Background: an optimization exercise with open tools, aiming at small area and a short achievable clock period. Do not read the settings as production practice.
No functional check of the RTL was part of this run.
Power and IR drop assume default switching activity.

[flow/run.sh]
#!/bin/bash
# synth_recipe.tcl (not shown) runs the flow's synth.tcl, then flattens the netlist and writes it again
# the make line also repeats each setting of config.mk as NAME=value (left out here)
make -C /OpenROAD-flow-scripts/flow DESIGN_CONFIG=/design/flow/config.mk WORK_HOME=/design/flow/orfs CLKGATE_MAP_FILE= SYNTH_SCRIPT=/design/flow/synth_recipe.tcl finish
[flow/config.mk]
export PLATFORM = sky130hd
export DESIGN_NAME = FSA
export DESIGN_NICKNAME = FSA
export VERILOG_FILES = /design/flow/design.v
export SDC_FILE = /design/flow/constraint.sdc
export NUM_CORES = 4
export LEC_CHECK = 0
export CAP_MARGIN = 20
export CORE_MARGIN = 2
export CORE_UTILIZATION = 40
export SLEW_MARGIN = 20
[flow/constraint.sdc]
create_clock -name core_clock -period 10.0 [get_ports {clk}]
set_input_delay 2.0000 -clock core_clock [delete_from_list [all_inputs] [get_ports {clk}]]
set_output_delay 2.0000 -clock core_clock [all_outputs]
set_load 0.01 [all_outputs]
[flow/design.v]
module FSA(clk, rst, Multiplicand, Multiplier, Result);
  input clk, rst;
  input [11:0] Multiplicand;
  input [11:0] Multiplier;
  output reg [23:0] Result;
  wire one1;
  wire two2;
  wire neg3;
  wire pp4;
  wire pp5;
  wire pp6;
  wire pp7;
  wire pp8;
  wire pp9;
  wire pp10;
  wire pp11;
  wire pp12;
  wire pp13;
  wire pp14;
  wire pp15;
  wire pp16;
  wire one17;
  wire two18;
  wire neg19;
  wire pp20;
  wire pp21;
  wire pp22;
  wire pp23;
  wire pp24;
  wire pp25;
  wire pp26;
  wire pp27;
  wire pp28;
  wire pp29;
  wire pp30;
  wire pp31;
  wire pp32;
  wire one33;
  wire two34;
  wire neg35;
  wire pp36;
  wire pp37;
  wire pp38;
  wire pp39;
  wire pp40;
  wire pp41;
  wire pp42;
  wire pp43;
  wire pp44;
  wire pp45;
  wire pp46;
  wire pp47;
  wire pp48;
  wire one49;
  wire two50;
  wire neg51;
  wire pp52;
  wire pp53;
  wire pp54;
  wire pp55;
  wire pp56;
  wire pp57;
  wire pp58;
  wire pp59;
  wire pp60;
  wire pp61;
  wire pp62;
  wire pp63;
  wire pp64;
  wire one65;
  wire two66;
  wire neg67;
  wire pp68;
  wire pp69;
  wire pp70;
  wire pp71;
  wire pp72;
  wire pp73;
  wire pp74;
  wire pp75;
  wire pp76;
  wire pp77;
  wire pp78;
  wire pp79;
  wire pp80;
  wire one81;
  wire two82;
  wire neg83;
  wire pp84;
  wire pp85;
  wire pp86;
  wire pp87;
  wire pp88;
  wire pp89;
  wire pp90;
  wire pp91;
  wire pp92;
  wire pp93;
  wire pp94;
  wire pp95;
  wire pp96;
  wire s97;
  wire c98;
  wire s99;
  wire c100;
  wire s101;
  wire c102;
  wire s103;
  wire c104;
  wire s105;
  wire c106;
  wire s107;
  wire c108;
  wire s109;
  wire c110;
  wire s111;
  wire c112;
  wire s113;
  wire c114;
  wire s115;
  wire c116;
  wire s117;
  wire c118;
  wire s119;
  wire c120;
  wire s121;
  wire c122;
  wire s123;
  wire c124;
  wire s125;
  wire c126;
  wire s127;
  wire c128;
  wire s129;
  wire c130;
  wire s131;
  wire c132;
  wire s133;
  wire c134;
  wire s135;
  wire c136;
  wire s137;
  wire c138;
  wire s139;
  wire c140;
  wire s141;
  wire c142;
  wire s143;
  wire c144;
  wire s145;
  wire c146;
  wire s147;
  wire c148;
  wire s149;
  wire c150;
  wire s151;
  wire c152;
  wire s153;
  wire c154;
  wire s155;
  wire c156;
  wire s157;
  wire c158;
  wire s159;
  wire c160;
  wire s161;
  wire c162;
  wire s163;
  wire c164;
  wire s165;
  wire c166;
  wire s167;
  wire c168;
  wire s169;
  wire c170;
  wire s171;
  wire c172;
  wire s173;
  wire c174;
  wire s175;
  wire c176;
  wire s177;
  wire c178;
  wire s179;
  wire c180;
  wire s181;
  wire c182;
  wire s183;
  wire c184;
  wire s185;
  wire c186;
  wire s187;
  wire c188;
  wire s189;
  wire c190;
  wire s191;
  wire c192;
  wire s193;
  wire c194;
  wire s195;
  wire c196;
  wire s197;
  wire c198;
  wire s199;
  wire c200;
  wire s201;
  wire c202;
  wire s203;
  wire c204;
  wire s205;
  wire c206;
  wire s207;
  wire c208;
  wire s209;
  wire c210;
  wire s211;
  wire c212;
  wire s213;
  wire c214;
  wire s215;
  wire c216;
  wire g217;
  wire p218;
  wire g219;
  wire p220;
  wire g221;
  wire p222;
  wire g223;
  wire p224;
  wire g225;
  wire p226;
  wire g227;
  wire p228;
  wire g229;
  wire p230;
  wire g231;
  wire p232;
  wire g233;
  wire p234;
  wire g235;
  wire p236;
  wire g237;
  wire p238;
  wire g239;
  wire p240;
  wire g241;
  wire p242;
  wire g243;
  wire p244;
  wire g245;
  wire p246;
  wire g247;
  wire p248;
  wire g249;
  wire p250;
  wire g251;
  wire p252;
  wire g253;
  wire p254;
  wire g255;
  wire p256;
  wire g257;
  wire p258;
  wire g259;
  wire p260;
  wire g261;
  wire p262;
  wire g263;
  wire p264;
  wire G265;
  wire P266;
  wire G267;
  wire P268;
  wire G269;
  wire P270;
  wire G271;
  wire P272;
  wire G273;
  wire P274;
  wire G275;
  wire P276;
  wire G277;
  wire P278;
  wire G279;
  wire P280;
  wire G281;
  wire P282;
  wire G283;
  wire P284;
  wire G285;
  wire P286;
  wire G287;
  wire P288;
  wire G289;
  wire P290;
  wire G291;
  wire P292;
  wire G293;
  wire P294;
  wire G295;
  wire P296;
  wire G297;
  wire P298;
  wire G299;
  wire P300;
  wire G301;
  wire P302;
  wire G303;
  wire P304;
  wire G305;
  wire P306;
  wire G307;
  wire P308;
  wire G309;
  wire P310;
  wire G311;
  wire P312;
  wire G313;
  wire P314;
  wire G315;
  wire P316;
  wire G317;
  wire P318;
  wire G319;
  wire P320;
  wire G321;
  wire P322;
  wire G323;
  wire P324;
  wire G325;
  wire P326;
  wire G327;
  wire P328;
  wire G329;
  wire P330;
  wire G331;
  wire P332;
  wire G333;
  wire P334;
  wire G335;
  wire P336;
  wire G337;
  wire P338;
  wire G339;
  wire P340;
  wire G341;
  wire P342;
  wire G343;
  wire P344;
  wire G345;
  wire P346;
  wire G347;
  wire P348;
  wire G349;
  wire P350;
  wire G351;
  wire P352;
  wire G353;
  wire P354;
  wire G355;
  wire P356;
  wire G357;
  wire P358;
  wire G359;
  wire P360;
  wire G361;
  wire P362;
  wire G363;
  wire P364;
  wire G365;
  wire P366;
  wire G367;
  wire P368;
  wire fs369;
  wire fs370;
  wire fs371;
  wire fs372;
  wire fs373;
  wire fs374;
  wire fs375;
  wire fs376;
  wire fs377;
  wire fs378;
  wire fs379;
  wire fs380;
  wire fs381;
  wire fs382;
  wire fs383;
  wire fs384;
  wire fs385;
  wire fs386;
  wire fs387;
  wire fs388;
  wire fs389;
  wire fs390;
  wire fs391;
  wire fs392;
  assign one1 = Multiplier[0] ^ 1'b0;
  assign two2 = (Multiplier[1] & ~Multiplier[0] & ~1'b0) | (~Multiplier[1] & Multiplier[0] & 1'b0);
  assign neg3 = Multiplier[1];
  assign pp4 = ((one1 & Multiplicand[0]) | (two2 & 1'b0)) ^ neg3;
  assign pp5 = ((one1 & Multiplicand[1]) | (two2 & Multiplicand[0])) ^ neg3;
  assign pp6 = ((one1 & Multiplicand[2]) | (two2 & Multiplicand[1])) ^ neg3;
  assign pp7 = ((one1 & Multiplicand[3]) | (two2 & Multiplicand[2])) ^ neg3;
  assign pp8 = ((one1 & Multiplicand[4]) | (two2 & Multiplicand[3])) ^ neg3;
  assign pp9 = ((one1 & Multiplicand[5]) | (two2 & Multiplicand[4])) ^ neg3;
  assign pp10 = ((one1 & Multiplicand[6]) | (two2 & Multiplicand[5])) ^ neg3;
  assign pp11 = ((one1 & Multiplicand[7]) | (two2 & Multiplicand[6])) ^ neg3;
  assign pp12 = ((one1 & Multiplicand[8]) | (two2 & Multiplicand[7])) ^ neg3;
  assign pp13 = ((one1 & Multiplicand[9]) | (two2 & Multiplicand[8])) ^ neg3;
  assign pp14 = ((one1 & Multiplicand[10]) | (two2 & Multiplicand[9])) ^ neg3;
  assign pp15 = ((one1 & Multiplicand[11]) | (two2 & Multiplicand[10])) ^ neg3;
  assign pp16 = ~(((one1 & Multiplicand[11]) | (two2 & Multiplicand[11])) ^ neg3);
  assign one17 = Multiplier[2] ^ Multiplier[1];
  assign two18 = (Multiplier[3] & ~Multiplier[2] & ~Multiplier[1]) | (~Multiplier[3] & Multiplier[2] & Multiplier[1]);
  assign neg19 = Multiplier[3];
  assign pp20 = ((one17 & Multiplicand[0]) | (two18 & 1'b0)) ^ neg19;
  assign pp21 = ((one17 & Multiplicand[1]) | (two18 & Multiplicand[0])) ^ neg19;
  assign pp22 = ((one17 & Multiplicand[2]) | (two18 & Multiplicand[1])) ^ neg19;
  assign pp23 = ((one17 & Multiplicand[3]) | (two18 & Multiplicand[2])) ^ neg19;
  assign pp24 = ((one17 & Multiplicand[4]) | (two18 & Multiplicand[3])) ^ neg19;
  assign pp25 = ((one17 & Multiplicand[5]) | (two18 & Multiplicand[4])) ^ neg19;
  assign pp26 = ((one17 & Multiplicand[6]) | (two18 & Multiplicand[5])) ^ neg19;
  assign pp27 = ((one17 & Multiplicand[7]) | (two18 & Multiplicand[6])) ^ neg19;
  assign pp28 = ((one17 & Multiplicand[8]) | (two18 & Multiplicand[7])) ^ neg19;
  assign pp29 = ((one17 & Multiplicand[9]) | (two18 & Multiplicand[8])) ^ neg19;
  assign pp30 = ((one17 & Multiplicand[10]) | (two18 & Multiplicand[9])) ^ neg19;
  assign pp31 = ((one17 & Multiplicand[11]) | (two18 & Multiplicand[10])) ^ neg19;
  assign pp32 = ~(((one17 & Multiplicand[11]) | (two18 & Multiplicand[11])) ^ neg19);
  assign one33 = Multiplier[4] ^ Multiplier[3];
  assign two34 = (Multiplier[5] & ~Multiplier[4] & ~Multiplier[3]) | (~Multiplier[5] & Multiplier[4] & Multiplier[3]);
  assign neg35 = Multiplier[5];
  assign pp36 = ((one33 & Multiplicand[0]) | (two34 & 1'b0)) ^ neg35;
  assign pp37 = ((one33 & Multiplicand[1]) | (two34 & Multiplicand[0])) ^ neg35;
  assign pp38 = ((one33 & Multiplicand[2]) | (two34 & Multiplicand[1])) ^ neg35;
  assign pp39 = ((one33 & Multiplicand[3]) | (two34 & Multiplicand[2])) ^ neg35;
  assign pp40 = ((one33 & Multiplicand[4]) | (two34 & Multiplicand[3])) ^ neg35;
  assign pp41 = ((one33 & Multiplicand[5]) | (two34 & Multiplicand[4])) ^ neg35;
  assign pp42 = ((one33 & Multiplicand[6]) | (two34 & Multiplicand[5])) ^ neg35;
  assign pp43 = ((one33 & Multiplicand[7]) | (two34 & Multiplicand[6])) ^ neg35;
  assign pp44 = ((one33 & Multiplicand[8]) | (two34 & Multiplicand[7])) ^ neg35;
  assign pp45 = ((one33 & Multiplicand[9]) | (two34 & Multiplicand[8])) ^ neg35;
  assign pp46 = ((one33 & Multiplicand[10]) | (two34 & Multiplicand[9])) ^ neg35;
  assign pp47 = ((one33 & Multiplicand[11]) | (two34 & Multiplicand[10])) ^ neg35;
  assign pp48 = ~(((one33 & Multiplicand[11]) | (two34 & Multiplicand[11])) ^ neg35);
  assign one49 = Multiplier[6] ^ Multiplier[5];
  assign two50 = (Multiplier[7] & ~Multiplier[6] & ~Multiplier[5]) | (~Multiplier[7] & Multiplier[6] & Multiplier[5]);
  assign neg51 = Multiplier[7];
  assign pp52 = ((one49 & Multiplicand[0]) | (two50 & 1'b0)) ^ neg51;
  assign pp53 = ((one49 & Multiplicand[1]) | (two50 & Multiplicand[0])) ^ neg51;
  assign pp54 = ((one49 & Multiplicand[2]) | (two50 & Multiplicand[1])) ^ neg51;
  assign pp55 = ((one49 & Multiplicand[3]) | (two50 & Multiplicand[2])) ^ neg51;
  assign pp56 = ((one49 & Multiplicand[4]) | (two50 & Multiplicand[3])) ^ neg51;
  assign pp57 = ((one49 & Multiplicand[5]) | (two50 & Multiplicand[4])) ^ neg51;
  assign pp58 = ((one49 & Multiplicand[6]) | (two50 & Multiplicand[5])) ^ neg51;
  assign pp59 = ((one49 & Multiplicand[7]) | (two50 & Multiplicand[6])) ^ neg51;
  assign pp60 = ((one49 & Multiplicand[8]) | (two50 & Multiplicand[7])) ^ neg51;
  assign pp61 = ((one49 & Multiplicand[9]) | (two50 & Multiplicand[8])) ^ neg51;
  assign pp62 = ((one49 & Multiplicand[10]) | (two50 & Multiplicand[9])) ^ neg51;
  assign pp63 = ((one49 & Multiplicand[11]) | (two50 & Multiplicand[10])) ^ neg51;
  assign pp64 = ~(((one49 & Multiplicand[11]) | (two50 & Multiplicand[11])) ^ neg51);
  assign one65 = Multiplier[8] ^ Multiplier[7];
  assign two66 = (Multiplier[9] & ~Multiplier[8] & ~Multiplier[7]) | (~Multiplier[9] & Multiplier[8] & Multiplier[7]);
  assign neg67 = Multiplier[9];
  assign pp68 = ((one65 & Multiplicand[0]) | (two66 & 1'b0)) ^ neg67;
  assign pp69 = ((one65 & Multiplicand[1]) | (two66 & Multiplicand[0])) ^ neg67;
  assign pp70 = ((one65 & Multiplicand[2]) | (two66 & Multiplicand[1])) ^ neg67;
  assign pp71 = ((one65 & Multiplicand[3]) | (two66 & Multiplicand[2])) ^ neg67;
  assign pp72 = ((one65 & Multiplicand[4]) | (two66 & Multiplicand[3])) ^ neg67;
  assign pp73 = ((one65 & Multiplicand[5]) | (two66 & Multiplicand[4])) ^ neg67;
  assign pp74 = ((one65 & Multiplicand[6]) | (two66 & Multiplicand[5])) ^ neg67;
  assign pp75 = ((one65 & Multiplicand[7]) | (two66 & Multiplicand[6])) ^ neg67;
  assign pp76 = ((one65 & Multiplicand[8]) | (two66 & Multiplicand[7])) ^ neg67;
  assign pp77 = ((one65 & Multiplicand[9]) | (two66 & Multiplicand[8])) ^ neg67;
  assign pp78 = ((one65 & Multiplicand[10]) | (two66 & Multiplicand[9])) ^ neg67;
  assign pp79 = ((one65 & Multiplicand[11]) | (two66 & Multiplicand[10])) ^ neg67;
  assign pp80 = ~(((one65 & Multiplicand[11]) | (two66 & Multiplicand[11])) ^ neg67);
  assign one81 = Multiplier[10] ^ Multiplier[9];
  assign two82 = (Multiplier[11] & ~Multiplier[10] & ~Multiplier[9]) | (~Multiplier[11] & Multiplier[10] & Multiplier[9]);
  assign neg83 = Multiplier[11];
  assign pp84 = ((one81 & Multiplicand[0]) | (two82 & 1'b0)) ^ neg83;
  assign pp85 = ((one81 & Multiplicand[1]) | (two82 & Multiplicand[0])) ^ neg83;
  assign pp86 = ((one81 & Multiplicand[2]) | (two82 & Multiplicand[1])) ^ neg83;
  assign pp87 = ((one81 & Multiplicand[3]) | (two82 & Multiplicand[2])) ^ neg83;
  assign pp88 = ((one81 & Multiplicand[4]) | (two82 & Multiplicand[3])) ^ neg83;
  assign pp89 = ((one81 & Multiplicand[5]) | (two82 & Multiplicand[4])) ^ neg83;
  assign pp90 = ((one81 & Multiplicand[6]) | (two82 & Multiplicand[5])) ^ neg83;
  assign pp91 = ((one81 & Multiplicand[7]) | (two82 & Multiplicand[6])) ^ neg83;
  assign pp92 = ((one81 & Multiplicand[8]) | (two82 & Multiplicand[7])) ^ neg83;
  assign pp93 = ((one81 & Multiplicand[9]) | (two82 & Multiplicand[8])) ^ neg83;
  assign pp94 = ((one81 & Multiplicand[10]) | (two82 & Multiplicand[9])) ^ neg83;
  assign pp95 = ((one81 & Multiplicand[11]) | (two82 & Multiplicand[10])) ^ neg83;
  assign pp96 = ~(((one81 & Multiplicand[11]) | (two82 & Multiplicand[11])) ^ neg83);
  assign s97 = neg19 ^ pp6;
  assign c98 = neg19 & pp6;
  assign s99 = pp7 ^ pp21;
  assign c100 = pp7 & pp21;
  assign s101 = neg35 ^ pp8 ^ pp22;
  assign c102 = (neg35 & pp8) | (neg35 & pp22) | (pp8 & pp22);
  assign s103 = pp36 ^ c100;
  assign c104 = pp36 & c100;
  assign s105 = pp9 ^ pp23 ^ pp37;
  assign c106 = (pp9 & pp23) | (pp9 & pp37) | (pp23 & pp37);
  assign s107 = c102 ^ c104;
  assign c108 = c102 & c104;
  assign s109 = neg51 ^ pp10 ^ pp24;
  assign c110 = (neg51 & pp10) | (neg51 & pp24) | (pp10 & pp24);
  assign s111 = pp38 ^ pp52 ^ c106;
  assign c112 = (pp38 & pp52) | (pp38 & c106) | (pp52 & c106);
  assign s113 = s109 ^ c108;
  assign c114 = s109 & c108;
  assign s115 = pp11 ^ pp25 ^ pp39;
  assign c116 = (pp11 & pp25) | (pp11 & pp39) | (pp25 & pp39);
  assign s117 = pp53 ^ c110 ^ s115;
  assign c118 = (pp53 & c110) | (pp53 & s115) | (c110 & s115);
  assign s119 = c112 ^ c114;
  assign c120 = c112 & c114;
  assign s121 = neg67 ^ pp12 ^ pp26;
  assign c122 = (neg67 & pp12) | (neg67 & pp26) | (pp12 & pp26);
  assign s123 = pp40 ^ pp54 ^ pp68;
  assign c124 = (pp40 & pp54) | (pp40 & pp68) | (pp54 & pp68);
  assign s125 = c116 ^ s121 ^ s123;
  assign c126 = (c116 & s121) | (c116 & s123) | (s121 & s123);
  assign s127 = c118 ^ s125;
  assign c128 = c118 & s125;
  assign s129 = pp13 ^ pp27 ^ pp41;
  assign c130 = (pp13 & pp27) | (pp13 & pp41) | (pp27 & pp41);
  assign s131 = pp55 ^ pp69 ^ c122;
  assign c132 = (pp55 & pp69) | (pp55 & c122) | (pp69 & c122);
  assign s133 = c124 ^ s129 ^ c126;
  assign c134 = (c124 & s129) | (c124 & c126) | (s129 & c126);
  assign s135 = s131 ^ c128;
  assign c136 = s131 & c128;
  assign s137 = neg83 ^ pp14 ^ pp28;
  assign c138 = (neg83 & pp14) | (neg83 & pp28) | (pp14 & pp28);
  assign s139 = pp42 ^ pp56 ^ pp70;
  assign c140 = (pp42 & pp56) | (pp42 & pp70) | (pp56 & pp70);
  assign s141 = pp84 ^ c130 ^ s137;
  assign c142 = (pp84 & c130) | (pp84 & s137) | (c130 & s137);
  assign s143 = s139 ^ c132 ^ s141;
  assign c144 = (s139 & c132) | (s139 & s141) | (c132 & s141);
  assign s145 = c134 ^ c136;
  assign c146 = c134 & c136;
  assign s147 = pp15 ^ pp29 ^ pp43;
  assign c148 = (pp15 & pp29) | (pp15 & pp43) | (pp29 & pp43);
  assign s149 = pp57 ^ pp71 ^ pp85;
  assign c150 = (pp57 & pp71) | (pp57 & pp85) | (pp71 & pp85);
  assign s151 = c138 ^ c140 ^ s147;
  assign c152 = (c138 & c140) | (c138 & s147) | (c140 & s147);
  assign s153 = s149 ^ c142 ^ s151;
  assign c154 = (s149 & c142) | (s149 & s151) | (c142 & s151);
  assign s155 = c144 ^ s153;
  assign c156 = c144 & s153;
  assign s157 = 1'b1 ^ pp16 ^ pp30;
  assign c158 = (1'b1 & pp16) | (1'b1 & pp30) | (pp16 & pp30);
  assign s159 = pp44 ^ pp58 ^ pp72;
  assign c160 = (pp44 & pp58) | (pp44 & pp72) | (pp58 & pp72);
  assign s161 = pp86 ^ c148 ^ c150;
  assign c162 = (pp86 & c148) | (pp86 & c150) | (c148 & c150);
  assign s163 = s157 ^ s159 ^ c152;
  assign c164 = (s157 & s159) | (s157 & c152) | (s159 & c152);
  assign s165 = s161 ^ c154 ^ s163;
  assign c166 = (s161 & c154) | (s161 & s163) | (c154 & s163);
  assign s167 = 1'b1 ^ pp31 ^ pp45;
  assign c168 = (1'b1 & pp31) | (1'b1 & pp45) | (pp31 & pp45);
  assign s169 = pp59 ^ pp73 ^ pp87;
  assign c170 = (pp59 & pp73) | (pp59 & pp87) | (pp73 & pp87);
  assign s171 = c158 ^ c160 ^ s167;
  assign c172 = (c158 & c160) | (c158 & s167) | (c160 & s167);
  assign s173 = s169 ^ c162 ^ s171;
  assign c174 = (s169 & c162) | (s169 & s171) | (c162 & s171);
  assign s175 = c164 ^ s173;
  assign c176 = c164 & s173;
  assign s177 = pp32 ^ pp46 ^ pp60;
  assign c178 = (pp32 & pp46) | (pp32 & pp60) | (pp46 & pp60);
  assign s179 = pp74 ^ pp88 ^ c168;
  assign c180 = (pp74 & pp88) | (pp74 & c168) | (pp88 & c168);
  assign s181 = c170 ^ s177 ^ c172;
  assign c182 = (c170 & s177) | (c170 & c172) | (s177 & c172);
  assign s183 = s179 ^ c174 ^ s181;
  assign c184 = (s179 & c174) | (s179 & s181) | (c174 & s181);
  assign s185 = 1'b1 ^ pp47 ^ pp61;
  assign c186 = (1'b1 & pp47) | (1'b1 & pp61) | (pp47 & pp61);
  assign s187 = pp75 ^ pp89 ^ c178;
  assign c188 = (pp75 & pp89) | (pp75 & c178) | (pp89 & c178);
  assign s189 = s185 ^ c180 ^ s187;
  assign c190 = (s185 & c180) | (s185 & s187) | (c180 & s187);
  assign s191 = c182 ^ s189;
  assign c192 = c182 & s189;
  assign s193 = pp48 ^ pp62 ^ pp76;
  assign c194 = (pp48 & pp62) | (pp48 & pp76) | (pp62 & pp76);
  assign s195 = pp90 ^ c186 ^ s193;
  assign c196 = (pp90 & c186) | (pp90 & s193) | (c186 & s193);
  assign s197 = c188 ^ s195 ^ c190;
  assign c198 = (c188 & s195) | (c188 & c190) | (s195 & c190);
  assign s199 = 1'b1 ^ pp63 ^ pp77;
  assign c200 = (1'b1 & pp63) | (1'b1 & pp77) | (pp63 & pp77);
  assign s201 = pp91 ^ c194 ^ s199;
  assign c202 = (pp91 & c194) | (pp91 & s199) | (c194 & s199);
  assign s203 = c196 ^ s201;
  assign c204 = c196 & s201;
  assign s205 = pp64 ^ pp78 ^ pp92;
  assign c206 = (pp64 & pp78) | (pp64 & pp92) | (pp78 & pp92);
  assign s207 = c200 ^ s205 ^ c202;
  assign c208 = (c200 & s205) | (c200 & c202) | (s205 & c202);
  assign s209 = 1'b1 ^ pp79 ^ pp93;
  assign c210 = (1'b1 & pp79) | (1'b1 & pp93) | (pp79 & pp93);
  assign s211 = c206 ^ s209;
  assign c212 = c206 & s209;
  assign s213 = pp80 ^ pp94 ^ c210;
  assign c214 = (pp80 & pp94) | (pp80 & c210) | (pp94 & c210);
  assign s215 = 1'b1 ^ pp95;
  assign c216 = 1'b1 & pp95;
  assign g217 = neg3 & pp4;
  assign p218 = neg3 ^ pp4;
  assign g219 = pp5 & 1'b0;
  assign p220 = pp5 ^ 1'b0;
  assign g221 = pp20 & s97;
  assign p222 = pp20 ^ s97;
  assign g223 = c98 & s99;
  assign p224 = c98 ^ s99;
  assign g225 = s101 & s103;
  assign p226 = s101 ^ s103;
  assign g227 = s105 & s107;
  assign p228 = s105 ^ s107;
  assign g229 = s111 & s113;
  assign p230 = s111 ^ s113;
  assign g231 = s117 & s119;
  assign p232 = s117 ^ s119;
  assign g233 = c120 & s127;
  assign p234 = c120 ^ s127;
  assign g235 = s133 & s135;
  assign p236 = s133 ^ s135;
  assign g237 = s143 & s145;
  assign p238 = s143 ^ s145;
  assign g239 = c146 & s155;
  assign p240 = c146 ^ s155;
  assign g241 = c156 & s165;
  assign p242 = c156 ^ s165;
  assign g243 = s175 & c166;
  assign p244 = s175 ^ c166;
  assign g245 = c176 & s183;
  assign p246 = c176 ^ s183;
  assign g247 = s191 & c184;
  assign p248 = s191 ^ c184;
  assign g249 = c192 & s197;
  assign p250 = c192 ^ s197;
  assign g251 = s203 & c198;
  assign p252 = s203 ^ c198;
  assign g253 = c204 & s207;
  assign p254 = c204 ^ s207;
  assign g255 = s211 & c208;
  assign p256 = s211 ^ c208;
  assign g257 = c212 & s213;
  assign p258 = c212 ^ s213;
  assign g259 = s215 & c214;
  assign p260 = s215 ^ c214;
  assign g261 = pp96 & c216;
  assign p262 = pp96 ^ c216;
  assign g263 = 1'b1 & 1'b0;
  assign p264 = 1'b1 ^ 1'b0;
  assign G265 = g219 | (p220 & g217);
  assign P266 = p220 & p218;
  assign G267 = g223 | (p224 & g221);
  assign P268 = p224 & p222;
  assign G269 = g227 | (p228 & g225);
  assign P270 = p228 & p226;
  assign G271 = g231 | (p232 & g229);
  assign P272 = p232 & p230;
  assign G273 = g235 | (p236 & g233);
  assign P274 = p236 & p234;
  assign G275 = g239 | (p240 & g237);
  assign P276 = p240 & p238;
  assign G277 = g243 | (p244 & g241);
  assign P278 = p244 & p242;
  assign G279 = g247 | (p248 & g245);
  assign P280 = p248 & p246;
  assign G281 = g251 | (p252 & g249);
  assign P282 = p252 & p250;
  assign G283 = g255 | (p256 & g253);
  assign P284 = p256 & p254;
  assign G285 = g259 | (p260 & g257);
  assign P286 = p260 & p258;
  assign G287 = g263 | (p264 & g261);
  assign P288 = p264 & p262;
  assign G289 = g221 | (p222 & G265);
  assign P290 = p222 & P266;
  assign G291 = G267 | (P268 & G265);
  assign P292 = P268 & P266;
  assign G293 = g229 | (p230 & G269);
  assign P294 = p230 & P270;
  assign G295 = G271 | (P272 & G269);
  assign P296 = P272 & P270;
  assign G297 = g237 | (p238 & G273);
  assign P298 = p238 & P274;
  assign G299 = G275 | (P276 & G273);
  assign P300 = P276 & P274;
  assign G301 = g245 | (p246 & G277);
  assign P302 = p246 & P278;
  assign G303 = G279 | (P280 & G277);
  assign P304 = P280 & P278;
  assign G305 = g253 | (p254 & G281);
  assign P306 = p254 & P282;
  assign G307 = G283 | (P284 & G281);
  assign P308 = P284 & P282;
  assign G309 = g261 | (p262 & G285);
  assign P310 = p262 & P286;
  assign G311 = G287 | (P288 & G285);
  assign P312 = P288 & P286;
  assign G313 = g225 | (p226 & G291);
  assign P314 = p226 & P292;
  assign G315 = G269 | (P270 & G291);
  assign P316 = P270 & P292;
  assign G317 = G293 | (P294 & G291);
  assign P318 = P294 & P292;
  assign G319 = G295 | (P296 & G291);
  assign P320 = P296 & P292;
  assign G321 = g241 | (p242 & G299);
  assign P322 = p242 & P300;
  assign G323 = G277 | (P278 & G299);
  assign P324 = P278 & P300;
  assign G325 = G301 | (P302 & G299);
  assign P326 = P302 & P300;
  assign G327 = G303 | (P304 & G299);
  assign P328 = P304 & P300;
  assign G329 = g257 | (p258 & G307);
  assign P330 = p258 & P308;
  assign G331 = G285 | (P286 & G307);
  assign P332 = P286 & P308;
  assign G333 = G309 | (P310 & G307);
  assign P334 = P310 & P308;
  assign G335 = G311 | (P312 & G307);
  assign P336 = P312 & P308;
  assign G337 = g233 | (p234 & G319);
  assign P338 = p234 & P320;
  assign G339 = G273 | (P274 & G319);
  assign P340 = P274 & P320;
  assign G341 = G297 | (P298 & G319);
  assign P342 = P298 & P320;
  assign G343 = G299 | (P300 & G319);
  assign P344 = P300 & P320;
  assign G345 = G321 | (P322 & G319);
  assign P346 = P322 & P320;
  assign G347 = G323 | (P324 & G319);
  assign P348 = P324 & P320;
  assign G349 = G325 | (P326 & G319);
  assign P350 = P326 & P320;
  assign G351 = G327 | (P328 & G319);
  assign P352 = P328 & P320;
  assign G353 = g249 | (p250 & G351);
  assign P354 = p250 & P352;
  assign G355 = G281 | (P282 & G351);
  assign P356 = P282 & P352;
  assign G357 = G305 | (P306 & G351);
  assign P358 = P306 & P352;
  assign G359 = G307 | (P308 & G351);
  assign P360 = P308 & P352;
  assign G361 = G329 | (P330 & G351);
  assign P362 = P330 & P352;
  assign G363 = G331 | (P332 & G351);
  assign P364 = P332 & P352;
  assign G365 = G333 | (P334 & G351);
  assign P366 = P334 & P352;
  assign G367 = G335 | (P336 & G351);
  assign P368 = P336 & P352;
  assign fs369 = p218;
  assign fs370 = p220 ^ g217;
  assign fs371 = p222 ^ G265;
  assign fs372 = p224 ^ G289;
  assign fs373 = p226 ^ G291;
  assign fs374 = p228 ^ G313;
  assign fs375 = p230 ^ G315;
  assign fs376 = p232 ^ G317;
  assign fs377 = p234 ^ G319;
  assign fs378 = p236 ^ G337;
  assign fs379 = p238 ^ G339;
  assign fs380 = p240 ^ G341;
  assign fs381 = p242 ^ G343;
  assign fs382 = p244 ^ G345;
  assign fs383 = p246 ^ G347;
  assign fs384 = p248 ^ G349;
  assign fs385 = p250 ^ G351;
  assign fs386 = p252 ^ G353;
  assign fs387 = p254 ^ G355;
  assign fs388 = p256 ^ G357;
  assign fs389 = p258 ^ G359;
  assign fs390 = p260 ^ G361;
  assign fs391 = p262 ^ G363;
  assign fs392 = p264 ^ G365;
  wire [23:0] prod = {fs392, fs391, fs390, fs389, fs388, fs387, fs386, fs385, fs384, fs383, fs382, fs381, fs380, fs379, fs378, fs377, fs376, fs375, fs374, fs373, fs372, fs371, fs370, fs369};
  always @(posedge clk) begin
    if (rst)
      Result <= 24'd0;
    else
      Result <= prod;
  end
endmodule
==> run summary <==
- Post_cts resized: 0
- Share of the yosys chip area belonging to registers: 8.70%
- Initial antenna violation count: 0
- WP data required: between 10 and 15 ns
- IO Port Bufs: 49
- Post-synth EDFFs: 0
- CP max stage cell: clkdlybuf4s50_1
- Crit path launch type: input port
- Netlist cell types: 53
- IO Count: 50
- Clock tree buffer depth: 2
- Worst stage delay on the critical path: ~0.96 ns
- Final Setup Violations: 0
- Routed len/inst: 16.4 µm
- RSZ-0062 raised after global routing: false
- Post-DP HPWL: between 10000 and 15000 µm
- Status: timing/DRC/antenna clean
- Synth-to-Final Area Change: 9.63%
- DRC violations left: 0
- Detailed Route Iter0 Violations: about 550
- Synthesized cell area: between 0.005 and 0.006 mm²
- Final Cycle Share: 79.6%
- Syn Nets: between 800 and 900
- WP buf/inv: 4
- Postcts setup bufs: 0
- Via count: around 5300
- DRT Pass-1 Iters: 5
- TritonCTS clock tree: built
- Yosys reg bits: 24
- Ys flop type: dfxtp_1
- Crit path top cell by count: fa_1
- Core area: 0.0133 mm²
- Synth warnings: 1
- Ys async rst share: 0%
- Post-synthesis instance total: ~760
- Worst Path Arrival: about 8 ns
- Via density: 5.82
- GR Util All Layers: slightly above 20%
- VDD IR max: 0.140 mV
- Hold_buf cts: 0
- Worst slack, placed: 1.85 ns
- Crit Path Max Fanout: 20
- Largest net degree at the start of global routing: 57
- Leak: roughly 0.0025 µW
- Min cycle time layout: 7.96 ns
- Largest register FFs: 24
- CTS root buf: clkbuf_16
- Worst Tran Pin Value: approximately 1.1 ns
- Share of layout cells above drive strength 1: under 10%
- Crit path cell chain: clkdlybuf4s50_1 > inv_1 > nor2_1 > a22oi_1 > o22ai_1 > a21oi_1 > fa_1 > fa_1 > inv_1 > fa_1 > fa_1 > inv_1 > ha_1 > and3_4 > and2_4 > a221oi_4 > a21boi_2 > o311a_1 > a2111oi_4
- Biggest regs: Result (24)
- Final-stage net count: about 860
- TritonCTS buffer count: 3
- Largest Register: Result
- Cell taking the most area after synthesis: fa_1
- Max Transition Viols Final: 0
- Die Span X: between 100 and 150 µm
- GPL Wtd Cong: just under 0.9
- Maximum clock frequency: around 130 MHz
- Die height: between 100 and 150 µm
- GRT overflow: 0
- H-tree depth: 1
- Crit-path leading delay family: adder cells
- Drt total wl: approximately 15000 µm
- Die area: 0.0148 mm²
- Crit. End Element: flip-flop
- HP Class: in2reg
- Std cell rows: 42
- Avg Cell Area, Syn: just over 7 µm²
- Pwr Density: around 220 mW/mm²
- First-pass GRT wire length: roughly 25000 µm
- Starting Density: 41.4%
- Sink Count: 24
- Setup TNS: 0 ns
- CTS clk-pin slew, worst paths: ~0.060 ns
- Top-area cell type share of the netlist area: 16.0%
- Max-cap violations: 0
- Routed Antenna Nets: 0
- Final WS setup: between 2 and 2.5 ns
- Area contributors post-synth: fa_1, ha_1, dfxtp_1
- Critical path type: in2reg
- Max_slew headroom: about a quarter
- Number of global-route vias before repair: 4876
- Hold Violations, Final: 0
- Inserted Diodes: 0
==> path summary, 6_finish.rpt <==
path                      start                     to  slack [ns]  depth (start not counted)
hold / removal    Multiplier[1]   Result[0]$_SDFF_PP0_        2.69                          4
setup / recovery  Multiplier[4]  Result[23]$_SDFF_PP0_        2.04                         19
==> logic make-up (layout without fill, tap and decap cells) <==
kind of cell	after synthesis	after routing	synth area share, %
fa+ha+maj	112	112	30.2
compound gates	234	234	28.3
mux	12	12	2.20
simple gates	209	209	16.9
xor+xnor	21	21	3.33
flops	24	24	8.70
buf+inv	151	130	10.4
==> metrics by stage <==
stage               instance area (µm²)  utilization (%)  power [µW]  instances  hold WS, ns
global placement                   5980             44.8        1240        915         2.74
global route                       6050             45.4        1510        918         2.77
floorplan                          5520                -        1010        763         2.27
CTS                                6050             45.3        1350        918         2.70
finish                             6050             45.4        1340        918         2.69
detailed placement                 5980             44.8        1260        915         2.74
==> cell type report <==
type,instances,area (µm²)
tap,176,220
inverter,70,263
timing repair buffer,57,546
multi-input combinational,588,4470
sequential,24,480
clock buffer,3,75.1
fill,1353,7290
==> synthesized netlist by cell type (2+ instances only) <==
| master | number |
|---|---|
| maj3_1 | 26 |
| fa_1 | 44 |
| mux2i_1 | 11 |
| ha_1 | 42 |
| o221ai_1 | 7 |
| o21ai_0 | 39 |
| o31ai_1 | 2 |
| nor3_1 | 15 |
| nand2b_1 | 6 |
| inv_1 | 69 |
| clkbuf_1 | 68 |
| o22ai_1 | 30 |
| and3_1 | 3 |
| nand4_1 | 2 |
| buf_1 | 12 |
| a21oi_1 | 66 |
| a21boi_1 | 2 |
| nand2_1 | 79 |
| dfxtp_1 | 24 |
| a32oi_1 | 2 |
| xnor2_1 | 10 |
| and2_1 | 4 |
| xor2_1 | 11 |
| a22o_1 | 2 |
| a221oi_1 | 17 |
| nor2b_1 | 17 |
| a211oi_1 | 9 |
| nand3_1 | 20 |
| o21a_1 | 4 |
| a21o_1 | 8 |
| a22oi_1 | 25 |
| nor2_1 | 57 |
| o311a_1 | 10 |
==> layer usage <==
| layer | global-route usage, % | up-vias | part of all wire, % | wire [µm] |
|---|---|---|---|---|
| li1 | - | 2630 | - | - |
| met1 | 30.6 | 2488 | 48 | 7270 |
| met2 | 32.3 | 195 | 44 | 6580 |
| met3 | 1.27 | 28 | 6.1 | 917 |
| met4 | 6.82 | 0 | 2.2 | 335 |
| met5 | 0 | - | 0 | 0 |
==> cell usage in the layout (no fill, tap or decap), types with 4 or more instances in the layout <==
cell and n:
and2_1 4, nand2_1 79, o21a_1 4, mux2i_1 11, clkdlybuf4s50_1 48, a21oi_1 66, maj3_1 26, ha_1 42
a22oi_1 25, fa_1 44, a211oi_1 9, o221ai_1 7, nand3_1 20, dfxtp_1 24, o21ai_0 39, inv_1 69
a21o_1 8, xor2_1 11, a221oi_1 17, nor2_1 56, o311a_1 10, nor2b_1 17, buf_4 8, nor3_1 15
o22ai_1 30, xnor2_1 10, nand2b_1 6
==> where the power goes <==
| part | internal, µW | total (µW) | switching [µW] |
|---|---|---|---|
| logic | 501 | 1110 | 609 |
| registers | 138 | 147 | 8.30 |
| clock network | 52.9 | 83.9 | 31.0 |
| total | 693 | 1340 | 649 |

## separate check: timing with driven ports
No port has a modelled driver above. Below, the same layout with a new extraction and two added sets of constraints.
Step 1 sets driving cells, clkbuf_16 on the clock port and buf_2 on the other inputs (assumed; they add their load-dependent delay and slew).
Step 2, shift: input delay + t, output delay - t, t = (earliest + latest rising clock arrival at the registers) / 2. This alone moves slack from input paths to output paths.
Three values: ideal ports, drivers, drivers and shift; two values: the first two.
shift t [ns]: 0.287
setup WS [ns]: 2.039 / 2.047 / 1.759
worst hold slack (ns): 2.693 / 2.682 / 2.754
worst slew at a driven data input, ns: 0.05
cell pins on the clock port's net: 1
After both steps setup and hold are still met in this run. For this run, drivers alone change the setup slack by +0.008 ns; drivers and shift together by -0.280 ns.
